This design comes from an exercise in tuning for small area, a short achievable clock period and few clock cycles on the open sky130 flow, not from production work.
In this exercise RTL edits were held to simulation tests only and were not proved equivalent to the original.

// frigate_cpu
module frigate_cpu (
	input  wire        clk,
	input  wire        rst_n,
	output wire [31:0] i_haddr,
	output wire [1:0]  i_htrans,
	output wire [2:0]  i_hsize,
	output wire [3:0]  i_hprot,
	input  wire        i_hready,
	input  wire [31:0] i_hrdata,
	output wire [31:0] d_haddr,
	output wire        d_hwrite,
	output wire [1:0]  d_htrans,
	output wire [2:0]  d_hsize,
	output wire [3:0]  d_hprot,
	output wire        d_hexcl,
	input  wire        d_hready,
	input  wire        d_hexokay,
	output wire [31:0] d_hwdata,
	input  wire [31:0] d_hrdata
);
wire pwrup_req;
wire unblock_out;
wire [2:0]  i_hburst_unused;
wire        i_hmastlock_unused;
wire [7:0]  i_hmaster_unused;
wire        i_hwrite_unused;
wire [31:0] i_hwdata_unused;
wire [2:0]  d_hburst_unused;
wire        d_hmastlock_unused;
wire [7:0]  d_hmaster_unused;
hazard3_cpu_2port #(
	.RESET_VECTOR    (32'h0000_0040),
	.MTVEC_INIT      (32'h0000_0000),
	.CSR_M_MANDATORY (1),
	.CSR_M_TRAP      (1),
	.DEBUG_SUPPORT   (0),
	.NUM_IRQS        (64),
	.RESET_REGFILE   (1),
	.MUL_FAST        (1),
	.MUL_FASTER      (1),
	.BRANCH_PREDICTOR (1),
	.MULDIV_UNROLL   (2)
) cpu (
	.clk                        (clk),
	.clk_always_on              (clk),
	.rst_n                      (rst_n),
	.pwrup_req                  (pwrup_req),
	.pwrup_ack                  (pwrup_req),
	.clk_en                     (),
	.unblock_out                (unblock_out),
  ...
For scale: about 15000 cells after synthesis, roughly 2000 flip-flops, roughly 190 I/O pins.
clock: 20.0 ns
lec_check: 0
cap_margin: 20
core_margin: 2
core_utilization: 40
slew_margin: 20
standard.sh (not shown) runs the stock make flow with config.mk's settings and CLKGATE_MAP_FILE= SYNTH_SCRIPT=/design/flow/synth_recipe.tcl, a recipe that flattens the netlist after the stock synthesis.
==> flow/flow/run.sh <==
#!/bin/bash
set -euo pipefail
MARGIN=10
bash standard.sh synth > synth.log 2>&1
bash standard.sh SETUP_SLACK_MARGIN=$MARGIN finish > layout.log 2>&1

drv_ok() {
	python3 - "$1" <<'PY'
import json, sys
r = json.load(open(sys.argv[1]))
bad = r.get("finish__timing__drv__max_slew", 0) or r.get("finish__timing__drv__max_cap", 0)
sys.exit(1 if bad else 0)
PY
}

REPORT=orfs/logs/sky130hd/frigate_cpu/base/6_report.json
n=1
for density in 0.64 0.56; do
	if drv_ok $REPORT; then
		break
	fi
	n=$((n + 1))
	bash standard.sh clean_floorplan clean_place clean_cts clean_route clean_finish > clean$n.log 2>&1
	bash standard.sh SETUP_SLACK_MARGIN=$MARGIN PLACE_DENSITY=$density finish > layout$n.log 2>&1
done
Testbench counts at the start, summed over its fixed seeds: cycles 609,054.
Then changed:
--- a/flow/flow/run.sh
+++ b/flow/flow/run.sh
@@ -3 +3 @@
-MARGIN=10
+MARGIN=11
- CORE_UTILIZATION: 40 -> 50
Result:
- cell area goes up by 1.6%
- synthesized area does not change
- first-iteration DRC count is higher by 15%
- cell count falls by 3.9%
- sequential share of layout area shrinks by 0.55 points
Then changed:
--- a/flow/flow/run.sh
+++ b/flow/flow/run.sh
@@ -3 +3 @@
-MARGIN=11
+MARGIN=11.5
- CORE_UTILIZATION: 50 -> 40
After rerunning: The new run finished with timing, DRC and antenna clean; wire length goes up slightly; setup slack gets worse by 30 ps; synthesized area does not change; cell count goes up by a few percent; final area climbs by a few percent; non-clock buffer count goes up by 83; first-iteration DRC count falls by a few percent; clock-buffer cell count rises by 5.
Then changed:
==> flow/flow/run.sh (replaced) <==
#!/bin/bash
set -euo pipefail
bash standard.sh synth > synth.log 2>&1
bash standard.sh SETUP_SLACK_MARGIN=11 finish > layout.log 2>&1
- CORE_UTILIZATION: 40 -> 50
- The changed run completed and failed the layout checks on capacitance limit, slew limit
- routed wire length rises by 7.5%
- global-route usage increases by 14 points
- clock skew went up by 43 ps
Then changed:
==> flow/flow/run.sh (replaced) <==
#!/bin/bash
set -euo pipefail
MARGIN=11
bash standard.sh synth > synth.log 2>&1
bash standard.sh SETUP_SLACK_MARGIN=$MARGIN finish > layout.log 2>&1

drv_ok() {
	python3 - "$1" <<'PY'
import json, sys
r = json.load(open(sys.argv[1]))
bad = r.get("finish__timing__drv__max_slew", 0) or r.get("finish__timing__drv__max_cap", 0)
sys.exit(1 if bad else 0)
PY
}

REPORT=orfs/logs/sky130hd/frigate_cpu/base/6_report.json
n=1
for density in 0.64 0.56; do
	if drv_ok $REPORT; then
		break
	fi
	n=$((n + 1))
	bash standard.sh clean_floorplan clean_place clean_cts clean_route clean_finish > clean$n.log 2>&1
	bash standard.sh SETUP_SLACK_MARGIN=$MARGIN PLACE_DENSITY=$density finish > layout$n.log 2>&1
done
- CORE_UTILIZATION: 50 -> 40
The new run produced a clean layout.
Fmax went down by 0.41%.
Non-clock buffer count drops by 244.
Setup slack degrades by 40 ps.
Synthesized area stays the same.
Final cell count rose by about 3.5%.
Final area goes down by about 1.7%.

## what the ideal ports hide
In the flow no input, the clock included, has a driving cell. The finished layouts below were timed again as built, in two steps.
Step 1, drivers: a clkbuf_16 drives clk and a buf_2 each remaining input, both assumed.
Step 2 adds t to the input delays and takes it off the output delays; t is the mean of the earliest and latest rising clock arrival at the registers after step 1. Input paths then give back, and output paths get back, about the clock's delay inside the block.
Slacks: ideal ports / drivers / drivers and shift; pairs: ideal ports / drivers.
run	t, ns	slack for setup (ns)	worst setup path at the end	latest minus earliest clock arrival (ns)	cell pins on the clock port's net
the first run	1.059	9.963 / 9.849 / 9.223	input to register	0.185 / 0.184	1
the second run	1.057	10.391 / 10.282 / 9.977	input to register	0.138 / 0.137	1
the third run	1.023	10.361 / 10.261 / 10.336	input to register	0.129 / 0.130	1
the fourth run	1.041	10.187 / 10.093 / 10.046	input to register	0.173 / 0.173	1
the fifth run	1.046	10.147 / 10.028 / 9.916	input to register	0.204 / 0.203	1
For the first run, which loses most, drivers alone change the setup slack by -0.114 ns; drivers and shift together by -0.740 ns.
